From an optimization exercise on the open Yosys and OpenROAD flow, aimed at small area; shortcuts taken in it are not production practice.
Function was checked by simulation only, so behaviour that the tests miss may differ from the original.
The flow treats the clock pin as an ideal source, which a real chip does not have.
Power figures rest on the tool's default switching activity, not on a simulated workload.

<file path="flow/design.v">
module AD7606_drive(
    input             clk     ,
    input             rst_n   ,
    input             ad_busy ,
    input             ad_dataA,
    input             ad_dataB,
    output     [2:0]  ad_os   ,
    output            ad_rage ,
    output reg        ad_rst  ,
    output            ad_cvAB ,
    output reg        ad_cs_n ,
    output            ad_sclk ,
    output reg        ad_done ,
    output     [15:0] ad_ch1  ,
    output     [15:0] ad_ch2  ,
    output     [15:0] ad_ch3  ,
    output     [15:0] ad_ch4  ,
    output     [15:0] ad_ch5  ,
    output     [15:0] ad_ch6  ,
    output     [15:0] ad_ch7  ,
    output     [15:0] ad_ch8
    );
assign ad_os   = 3'b000;
assign ad_rage = 1'b1;
reg  [15:0] rst_sr;
wire        rst_fill;
wire        rst_fb  = rst_sr[15] ^ rst_sr[14] ^ rst_sr[12] ^ rst_sr[3];
always @(posedge clk)
begin
    rst_sr <= {rst_sr[14:0], rst_fb | rst_fill};
end
always @(posedge clk or negedge rst_n)
begin
    if (!rst_n)
        ad_rst <= 1'b1;
    else if (~rst_fill & (rst_sr == 16'h696F))
        ad_rst <= 1'b0;
end
reg  [1:0]  sck;
reg  [10:0] cnt;
reg         wt;
reg         started;
wire ph_a  = ad_cs_n & ~wt;
wire ph_c  = wt & cnt[0];
wire ph_s  = ~ad_cs_n & ~cnt[10];
wire a_hi  = ph_a & cnt[10] & cnt[9];
wire a_end = a_hi & cnt[1];                           
wire cv_on = a_hi & ~cnt[1] & ~cnt[0] & (sck[0] ^ sck[1]);    
wire inc0  = wt ? (~cnt[0] & ~ad_busy) : (ad_cs_n & (&sck));
wire inc3  = ~ad_cs_n & ~sck[1] & sck[0];
wire smp   = ~sck[1] & sck[0];
assign rst_fill = ~started & ~|cnt[10:6];
wire [10:0] cnt_t;
assign cnt_t[0]  = inc0;
assign cnt_t[1]  = cnt_t[0] & cnt[0];
assign cnt_t[2]  = cnt_t[1] & cnt[1];
assign cnt_t[3]  = (cnt_t[2] & cnt[2]) | inc3;
assign cnt_t[4]  = cnt_t[3] & cnt[3];
assign cnt_t[5]  = (cnt_t[4] & cnt[4]) | ph_s;
assign cnt_t[6]  = cnt_t[5] & cnt[5];
assign cnt_t[7]  = cnt_t[6] & cnt[6];
assign cnt_t[8]  = cnt_t[7] & cnt[7];
assign cnt_t[9]  = cnt_t[8] & cnt[8];
assign cnt_t[10] = cnt_t[9] & cnt[9];
assign ad_cvAB = ~cv_on;
assign ad_sclk = ad_cs_n | sck[1];
always @(posedge clk or negedge rst_n)
begin
    if (!rst_n) begin
        sck     <= 2'd3;
        cnt     <= 11'd35;
        wt      <= 1'b0;
        ad_cs_n <= 1'b1;
        started <= 1'b0;
        ad_done <= 1'b0;
    end
    else begin
        if (~started & (ph_c | ~ad_cs_n))
            sck <= 2'd0;
        else
            sck <= sck + 1'b1;
        cnt     <= cnt ^ cnt_t;
        wt      <= a_end | (wt & ~cnt[0]);
        if (ph_c)
            ad_cs_n <= 1'b0;
        else if (ph_s)
            ad_cs_n <= 1'b1;
        started <= started | ~ad_cs_n;
        ad_done <= ph_s;
    end
end
reg  [128:0] ring;
always @(posedge clk)
begin
    ring <= {ring[127:2], smp ? ad_dataB : ring[1], ring[0], smp ? ad_dataA : ring[128]};
end
genvar k;
generate
    for (k = 0; k < 16; k = k + 1) begin : g_out
        assign ad_ch1[15-k] = ring[(253 - 4*k) % 129];
        assign ad_ch2[15-k] = ring[(253 - 4*(k+16)) % 129];
        assign ad_ch3[15-k] = ring[(253 - 4*(k+32)) % 129];
        assign ad_ch4[15-k] = ring[(253 - 4*(k+48)) % 129];
        assign ad_ch5[15-k] = ring[(255 - 4*k) % 129];
        assign ad_ch6[15-k] = ring[(255 - 4*(k+16)) % 129];
        assign ad_ch7[15-k] = ring[(255 - 4*(k+32)) % 129];
        assign ad_ch8[15-k] = ring[(255 - 4*(k+48)) % 129];
    end
endgenerate
endmodule
</file>
<file path="flow/flow/run.sh">
#!/bin/bash
# Standard ORFS layout with the smallest port buffers and a lighter clock
# tree: CTS builds the tree from clkbuf_4 and flow/post_cts.tcl upsizes only
# the leaf buffers whose registers would see a slow clock edge.
set -euo pipefail
HERE=$(pwd)
bash standard.sh finish \
  'BUFFER_PORTS_ARGS=-buffer_cell sky130_fd_sc_hd__buf_1' \
  'CTS_ARGS=-sink_clustering_enable -repair_clock_nets -dont_use_dummy_load -root_buf sky130_fd_sc_hd__clkbuf_4 -buf_list {sky130_fd_sc_hd__clkbuf_4}' \
  "POST_CTS_TCL=$HERE/flow/post_cts.tcl" \
  > make_finish.log 2>&1
</file>
<file path="flow/flow/post_cts.tcl">
# Runs at the end of ORFS's CTS step (POST_CTS_TCL). CTS builds the clock
# tree from clkbuf_4; this upsizes only the leaf buffers whose register clock
# pins would see a slow edge (estimated from placement), and legalizes again.
set_propagated_clock [all_clocks]

proc leaf_slews {} {
  set res {}
  foreach inst [get_cells clkbuf_*] {
    set n [get_property $inst name]
    set clkpins [get_pins -of_objects [get_nets -of_objects [get_pins $n/X]] -filter "name==CLK"]
    if {[llength $clkpins] == 0} { continue }
    set mx 0
    foreach p $clkpins {
      set s [get_property $p slew_max]
      if {$s > $mx} { set mx $s }
    }
    lappend res [list $n $mx [get_property $inst ref_name]]
  }
  return $res
}

set thr 0.125
for {set it 0} {$it < 4} {incr it} {
  estimate_parasitics -placement
  set changed 0
  foreach l [leaf_slews] {
    lassign $l n s ref
    if {$s > $thr} {
      set to ""
      if {$ref eq "sky130_fd_sc_hd__clkbuf_2"} { set to sky130_fd_sc_hd__clkbuf_4 }
      if {$ref eq "sky130_fd_sc_hd__clkbuf_4"} { set to sky130_fd_sc_hd__clkbuf_8 }
      if {$ref eq "sky130_fd_sc_hd__clkbuf_8"} { set to sky130_fd_sc_hd__clkbuf_16 }
      if {$to ne ""} {
        puts "post_cts: $n $ref -> $to (estimated clock pin slew $s ns)"
        replace_cell $n $to
        incr changed
      }
    }
  }
  if {$changed == 0} { break }
  detailed_placement
}
estimate_parasitics -placement
</file>
<file path="flow/standard.sh">
#!/bin/bash
# synth_recipe.tcl (not shown) runs the flow's synth.tcl, then flattens the netlist and writes it again
# the make line also repeats each setting of config.mk as NAME=value (left out here)
make -C /OpenROAD-flow-scripts/flow DESIGN_CONFIG=/design/flow/config.mk WORK_HOME=/design/flow/orfs CLKGATE_MAP_FILE= SYNTH_SCRIPT=/design/flow/synth_recipe.tcl "${@:-finish}"
</file>
<file path="flow/config.mk">
export PLATFORM = sky130hd
export DESIGN_NAME = AD7606_drive
export DESIGN_NICKNAME = AD7606_drive
export VERILOG_FILES = /design/flow/design.v
export SDC_FILE = /design/flow/constraint.sdc
export NUM_CORES = 4
export LEC_CHECK = 0
export CAP_MARGIN = 20
export CORE_MARGIN = 2
export CORE_UTILIZATION = 40
export PLACE_DENSITY = 0.6
export SLEW_MARGIN = 20
</file>
<file path="flow/constraint.sdc">
create_clock -name core_clock -period 20.0 [get_ports {clk}]
set_input_delay 4.0000 -clock core_clock [delete_from_list [all_inputs] [get_ports {clk}]]
set_output_delay 4.0000 -clock core_clock [all_outputs]
set_load 0.01 [all_outputs]
</file>
==> summary.md, run 1 <==
| Metric | Value |
|---|---|
| Setup_tns | 0 ns |
| Routed Antenna Nets | 0 |
| I/O Pins | approximately 140 |
| Clock power frac | between 20 and 30% |
| Die width | 113 um |
| Synthesis-to-finish area growth | -3.24% |
| Worst EP arrival | about 6.6 ns |
| Input/output buffers | about 140 |
| Reg-to-Reg Start | sck[0]$_DFF_PN1_ |
| Top cells by count, synth | 145 x dfxtp_1, 132 x buf_4, 13 x ha_1, 11 x dfrtp_1, 7 x dfstp_2 |
| Initial Util | ~41% |
| Initial antenna violation count | 1 |
| Worst Hold Launch | ring[105]$_DFF_P_ |
| Vias in the first global route | about 2000 |
| Num rows | 39 |
| Peak Freq | 161 MHz |
| Clock-pin slew on the worst setup and hold paths | 0.10 ns |
| Setup crit start kind | primary input |
| Critical path fanouts, max | 1 |
| Yosys Warn Count | 1 |
| Worst slew pin tran | 0.926 ns |
| GRT Resource Usage Total | about a tenth |
| Clk_skew | roughly 0.027 ns |
| Synth top area share | 61.0% |
| Reg power frac | a little under three quarters |
| Seq cells post-synth | ~160 |
| Sw frac | 19.8% |
| CP Launch Point | ad_busy |
| Fin crit share | a little under a third |
| Sink Count | 163 |
| Async SR Flop Fraction | 11.0% |
| Insertion delay of the later-clocked pin in the worst-skew pair | approximately 0.5 ns |
| Slew HR | 38.2% |
| Post-Syn Area | roughly 4800 sq um |
| Fin Hold WS | 0.328 ns |
| P per Cell Area | 100 nW/um^2 |
| Max-slew violations | 0 |
| Most frequent cell after synthesis | dfxtp_1 |
| Power share of the combinational group | 1.0% |
| Hold Violations, Final | 0 |
| Nets | between 300 and 400 |
| RSZ-0062 raised after global routing | false |
| # fillers | ~1100 |
| Largest net degree at the start of global routing | 19 |
| First-pass DRT Iterations | 20 |
| Int Pwr | between 300 and 400 uW |
| EDFF count, synth | 0 |
| Avg WL per Cell | around 12 um |
| Iter 0 DRT Violations | 82 |
| Die ar. | around 13000 sq um |
| Worst Hold Class | reg2reg |
| Leakage | about 1.9 nW |
| Max cap viols | 0 |
| Mapped Avg Cell Area | 13.8 sq um |
| Leading post-synthesis cells by cell area | dfxtp_1 61%, buf_4 21%, dfrtp_1 5.8% |
| Status | no timing/DRC/antenna violations |
| Final instance area | ~4600 sq um |
| Synth area leader | dfxtp_1 |
| WL final | between 6000 and 7000 um |
| Top FF cell, synth | dfxtp_1 |
| Yosys cell types | 28 |
| Switch Pwr | 91.1 uW |
| Dpl cell area | roughly 4500 sq um |
| Worst Path Required | 20.37 ns |
| First-pass GRT wire length | ~9800 um |
| Worst Path Class, Setup | in2reg |
| CTS tree | done |
| Seq/Total Area, Yosys | a little over two thirds |
| Gpl congestion | 0.736 |
| Share of cells above drive strength 1 | ~8.4% |
| Die height | roughly 110 um |
| Residual DRC | 0 |
| Worst vdd ir | about 69 uV |
| Overflow after GRT | 0 |
| Via Count | 2078 |
| Min cycle time layout | about 6.2 ns |
| Post-Syn Instances | about 340 |
| CORE AREA | approximately 12000 sq um |
| Dpl hpwl | 4310 um |
| Setup crit end kind | register |
| Vias per cell | just over 4 |
| Setup-failing EPs final | 0 |
==> state kept, by name (all words and copies together), names as in the netlist <==
signal / cells
ad_rst: 1
sck: 2
ad_cs_n: 1
rst_sr: 16
ring: 129
wt: 1
started: 1
ad_done: 1
cnt: 11
==> cells in the final DEF (no fill, tap or decap), types with 2 or more instances in the layout <==
cell	instances
and4b_1	2
mux2_2	2
nor2_1	3
clkbuf_4	16
nand2_1	3
ha_1	13
dfstp_2	7
buf_1	137
xnor2_1	2
inv_1	5
or2_2	2
dfrtp_1	11
conb_1	4
dfxtp_1	145
==> cells by family (layout without fill, tap and decap cells) <==
logic type	count (synthesis)	in the layout	share of synthesized area [%]
mux	2	2	0.473
flops	163	163	70.7
xor+xnor	3	3	0.552
fa+ha+maj	13	13	3.42
compound gates	8	8	1.34
other cells	2	5	0.158
simple gates	16	16	2.16
buf+inv	137	159	21.2
==> power groups by stage <==
stage	clock, mW	combinational, mW	sequential, mW
2_1_floorplan	0	0.00580	0.336
3_3_place_gp	0	0.00457	0.336
3_5_place_dp	0	0.00455	0.336
5_1_grt	0.150	0.00489	0.329
6_report	0.128	0.00443	0.329
==> layer usage <==
layer	GRT usage [%]	up-vias	wire, um
met5	0	-	0
met4	6.02	0	108
met3	6.37	8	586
met2	14.4	94	2760
met1	11.7	982	2620
li1	-	994	-
==> final cells by class <==
class | count | area [sq um] | share of cell area [%]
sequential | 163 | 3360 | 73.0
timing repair buffer | 137 | 514 | 11.2
multi-input combinational | 46 | 393 | 8.53
tap | 143 | 179 | 3.89
clock buffer | 17 | 134 | 2.91
inverter | 5 | 18.8 | 0.408
antenna | 1 | 2.50 | 0.0544
==> path summary, 6_finish.rpt <==
| path | to | slack (ns) | cells after the start |
|---|---|---|---|
| worst max register to register | cnt[10]$_DFF_PN0_ | 16.73 | 16 |
| max in group asynchronous | cnt[9]$_DFF_PN0_ | 15.81 | 1 |
| worst min-delay path | ring[106]$_DFF_P_ | 0.33 | 0 |
| worst min register to register | ring[106]$_DFF_P_ | 0.33 | 0 |
| worst max-delay path | cnt[10]$_DFF_PN0_ | 13.81 | 15 |
| min in group asynchronous | cnt[2]$_DFF_PN0_ | 3.61 | 1 |
==> worst max-delay path, stage by stage <==
cell and delay, ns:
buf_1 0.07, o31ai_1 0.08, ha_1 0.18, ha_1 0.18, ha_1 0.17, a31o_2 0.21, ha_1 0.17, ha_1 0.16
or2_2 0.29, ha_1 0.18, ha_1 0.18, ha_1 0.18, ha_1 0.18, ha_1 0.18, xor2_1 0.13
==> through the flow <==
| step | std cells | total power [mW] | worst slack [ns] | util [%] |
|---|---|---|---|---|
| after floorplan | 346 | 0.342 | 13.49 | - |
| after global routing | 512 | 0.484 | 13.72 | 40.0 |
| after global placement | 494 | 0.341 | 13.33 | 38.8 |
| after detailed placement | 494 | 0.341 | 13.29 | 38.8 |
| final | 512 | 0.461 | 13.81 | 40.0 |
==> run 2: changes to the inputs <==
--- a/flow/design.v
+++ b/flow/design.v
@@ -26,3 +26,3 @@
 wire        rst_fill;
-wire        rst_fb  = rst_sr[15] ^ rst_sr[14] ^ rst_sr[12] ^ rst_sr[3];
+wire        rst_fb  = rst_sr[15] ^ rst_sr[13] ^ rst_sr[12] ^ rst_sr[10];
 always @(posedge clk)
@@ -35,3 +35,3 @@
         ad_rst <= 1'b1;
-    else if (~rst_fill & (rst_sr == 16'h696F))
+    else if (~rst_fill & (rst_sr == 16'h9CFF))
         ad_rst <= 1'b0;
@@ -51,3 +51,3 @@
 wire smp   = ~sck[1] & sck[0];
-assign rst_fill = ~started & ~|cnt[10:6];
+assign rst_fill = ~started & ~cnt[10];
 wire [10:0] cnt_t;
--- a/flow/flow/run.sh
+++ b/flow/flow/run.sh
@@ -10,2 +10,3 @@
   "POST_CTS_TCL=$HERE/flow/post_cts.tcl" \
+  'SKIP_REPAIR_TIE_FANOUT=1' \
   > make_finish.log 2>&1
==> run 2 against run 1 <==
Compared with the run above:
- still clean on timing, DRC and antenna
- cell area down 0.90%
- final cell count down 0.98%
- via count down 2.2%
- critical path type unchanged
- largest power group unchanged
==> summary.md, run 2 <==
| Metric | Value |
|---|---|
| Hold Violations, Final | 0 (unchanged) |
| Synth top area share | 61.4% (+0.40 points) |
| First-pass GRT wire length | 9550 um (-2.5%) |
| Vias in the first global route | 1971 (-3.3%) |
| Vias per cell | 4.01 (-1.2%) |
| Dpl hpwl | 4290 um (-0.49%) |
| Commonest non-fill, non-tap cell in the layout | dfxtp_1 |
| Fin crit share | 30.9% (-0.095 points) |
| Worst Path Required | 20.40 ns (+0.03 ns) |
| Residual DRC | 0 (unchanged) |
| Mapped Avg Cell Area | 13.8 sq um (about the same) |
| Initial antenna violation count | 0 (-1) |
| Avg WL per Cell | 11.8 um (-0.29%) |
| Die width | 113 um (-0.32%) |
| Share of cells above drive strength 1 | 7.69% (-0.73 points) |
| Routed Antenna Nets | 0 (unchanged) |
| Min cycle time layout | 6.17 ns (-0.0190 ns) |
| Worst slack, placed | 13.27 ns (-0.0172 ns) |
| Worst vdd ir | 53.7 uV (-22%) |
| Die height | 113 um (-0.32%) |
| Worst Hold Launch | ring[29]$_DFF_P_ |
| Setup-failing EPs final | 0 (unchanged) |
| Leading post-synthesis cells by cell area | dfxtp_1 61%, buf_4 21%, dfrtp_1 5.8% |
| CTS tree | done |
| Fin Hold WS | 0.323 ns (-0.00446 ns) |
| Max cap viols | 0 (unchanged) |
| Placed Instances | 490 (-0.81%) |
| Max reg flops | 129 (unchanged) |
| Critical path fanouts, max | 1 (unchanged) |
| Final instance area | 4560 sq um (-0.90%) |
| Hold Path End | ring[30]$_DFF_P_ |
| Synthesis-to-finish area growth | -3.47% |
| Clock-pin slew on the worst setup and hold paths | 0.11 ns (about the same) |
| GRT Resource Usage Total | 10.2% (about the same) |
| Setup crit start kind | primary input |
| Post-Syn Instances | 342 (-0.58%) |
| Peak Freq | 162 MHz (+0.31%) |
| WL final | 6000 um (-1.3%) |
| Top cells by count, synth | 145 x dfxtp_1, 132 x buf_4, 12 x ha_1, 11 x dfrtp_1, 7 x dfstp_2 |
| Dpl cell area | 4430 sq um (-0.87%) |
| Setup crit end kind | register |
| Top reg by flops | ring |
| Num rows | 39 (unchanged) |
| First-pass DRT Iterations | 4 (-80%) |
| Fin cells | 507 (-0.98%) |
| EDFF count, synth | 0 (unchanged) |
| Die ar. | 12700 sq um (-0.64%) |
| P per Cell Area | 101 nW/um^2 (+0.98%) |
| Input/output buffers | 137 (unchanged) |
| Worst EP arrival | 6.57 ns (about the same) |
| Yosys Warn Count | 1 (unchanged) |
| Leakage | 1.85 nW (-0.96%) |
| Most frequent cell after synthesis | dfxtp_1 |
| Seq/Total Area, Yosys | 71.1% (+0.47 points) |
| # diodes | 0 (-1) |
| Slew HR | 38.8% (+0.59 points) |
| Top FF cell, synth | dfxtp_1 |
| Hold path cells | 0 (unchanged) |
| Worst Hold Class | reg2reg |
| Sink Count | 163 (unchanged) |
| Util after Layout | 39.8% (-0.19 points) |
| Nets | 383 (-1.3%) |
| # fillers | 1084 (-1.3%) |
| Insertion delay of the later-clocked pin in the worst-skew pair | 0.52 ns (+0.02 ns) |
| Initial Util | 41.2% (-0.097 points) |
| Max-slew violations | 0 (unchanged) |
| R2R Setup Slk | 16.75 ns (+0.02 ns) |
| Reg-to-Reg Start | sck[0]$_DFF_PN1_ |
| Reg-to-reg endpoint | cnt[10]$_DFF_PN0_ |
| Biggest regs | ring x129, rst_sr x16, cnt x11 |
| Most frequent cells in the layout | 145 x dfxtp_1, 137 x buf_1, 16 x clkbuf_4 |
| I/O Pins | 142 (unchanged) |
| Synth area leader | dfxtp_1 |
| Clk_skew | 0.0299 ns (+0.00294 ns) |
| Overflow after GRT | 0 (unchanged) |
| Final Worst Setup Slack | 13.83 ns (+0.0190 ns) |
| Status | no timing/DRC/antenna violations |
| Worst slew pin tran | 0.918 ns (-0.00883 ns) |
| RSZ-0062 raised after global routing | false |
| Post-Syn Area | 4730 sq um (-0.66%) |
| Via Count | 2032 (-2.2%) |
| Worst Path Class, Setup | in2reg |
| Async SR Flop Fraction | 11.0% (unchanged) |
| Total power | 461 uW (about the same) |
| Iter 0 DRT Violations | 102 (+24%) |
| Seq cells post-synth | 163 (unchanged) |
| Gpl congestion | 0.732 (-0.54%) |
| Setup_tns | 0 ns (unchanged) |
| R2R depth | 16 (unchanged) |
| Largest net degree at the start of global routing | 19 (unchanged) |
| Yosys cell types | 25 (-11%) |
| CORE AREA | 11500 sq um (-0.42%) |
run 2: changes by cell type after synthesis, sizes merged, moves of 2 or more:
cell,change
inv,-2
nand4,+3
o21ai,+2
or4,-2
xor2,+2
run 2: layout make-up:
cell class                      count  area (sq um)  area share [%]
Sequential cell                   163          3360            73.7
Tap cell                          143           179            3.92
Timing Repair Buffer              137           514            11.3
Multi-Input combinational cell     44           362            7.93
Inverter                            3          11.3           0.247
Clock buffer                       17           134            2.93
run 2: worst max-delay path: stages:
cell	delay, ns
buf_1	0.07
o31ai_1	0.08
ha_1	0.18
ha_1	0.18
ha_1	0.18
a31o_2	0.22
ha_1	0.18
ha_1	0.17
or2_2	0.29
ha_1	0.18
ha_1	0.18
ha_1	0.18
ha_1	0.18
ha_1	0.18
xor2_1	0.14
run 2: logic make-up after synthesis:
family	count (synthesis)	share of synthesized area, %
XOR/XNOR	4	0.741
flip-flops	163	71.1
adder cells (fa/ha/maj)	12	3.18
AO/OA/AOI/OAI	8	1.16
multiplexers	2	0.477
other	2	0.159
AND/OR/NAND/NOR	16	1.93
buffers and inverters	135	21.2
run 2: per-layer routing:
metal / up-vias / track usage, % / part of all wire, %
li1: 980 / - / -
met1: 942 / 12.0 / 44
met2: 97 / 13.8 / 44
met3: 13 / 6.21 / 10
met4: 0 / 6.83 / 2.5
met5: - / 0 / 0
run 2: power breakdown:
| part | switching (mW) | total, mW | internal [mW] |
|---|---|---|---|
| sequential | 0.00124 | 0.329 | 0.328 |
| combinational | 0.00318 | 0.00433 | 0.00115 |
| clock | 0.0872 | 0.128 | 0.0410 |
| total | 0.0916 | 0.461 | 0.370 |
run 2: worst max-delay path by stage:
stage	start	end	slack, ns	depth (start not counted)
2_1_floorplan	ad_busy	cnt[10]$_DFF_PN0_	13.49	14
3_3_place_gp	ad_busy	cnt[10]$_DFF_PN0_	13.35	15
3_5_place_dp	ad_busy	cnt[10]$_DFF_PN0_	13.27	15
5_1_grt	ad_busy	cnt[10]$_DFF_PN0_	13.78	15
6_report	ad_busy	cnt[10]$_DFF_PN0_	13.83	15

==> re-timing with driven ports <==
Ports are ideal in the flow. The routed layouts listed here were re-timed in OpenROAD. Step 1 (the two cells are an assumption about what drives the block):
set clk [get_ports {clk}]
set_driving_cell -lib_cell sky130_fd_sc_hd__clkbuf_16 $clk
set_driving_cell -lib_cell sky130_fd_sc_hd__buf_2 [delete_from_list [all_inputs] $clk]
Step 2 also shifts input and output timing later by t, the mid clock arrival at the registers, as if the neighbouring blocks saw the same clock. Three values: ideal ports, drivers, drivers and shift; two values: the first two.
run | shift t [ns] | slack for setup (ns) | worst setup path at the end | worst register clock-pin slew, ns | worst slew at a driven data input, ns
run 1 | 0.520 | 13.807 / 13.816 / 13.296 | input to register | 0.11 / 0.11 | 0.03
run 2 | 0.535 | 13.826 / 13.829 / 13.294 | input to register | 0.11 / 0.11 | 0.03
After both steps setup and hold are still met in every run listed. The setup slack of run 2, which loses most, moves by +0.003 ns with the drivers and by -0.532 ns with both steps.
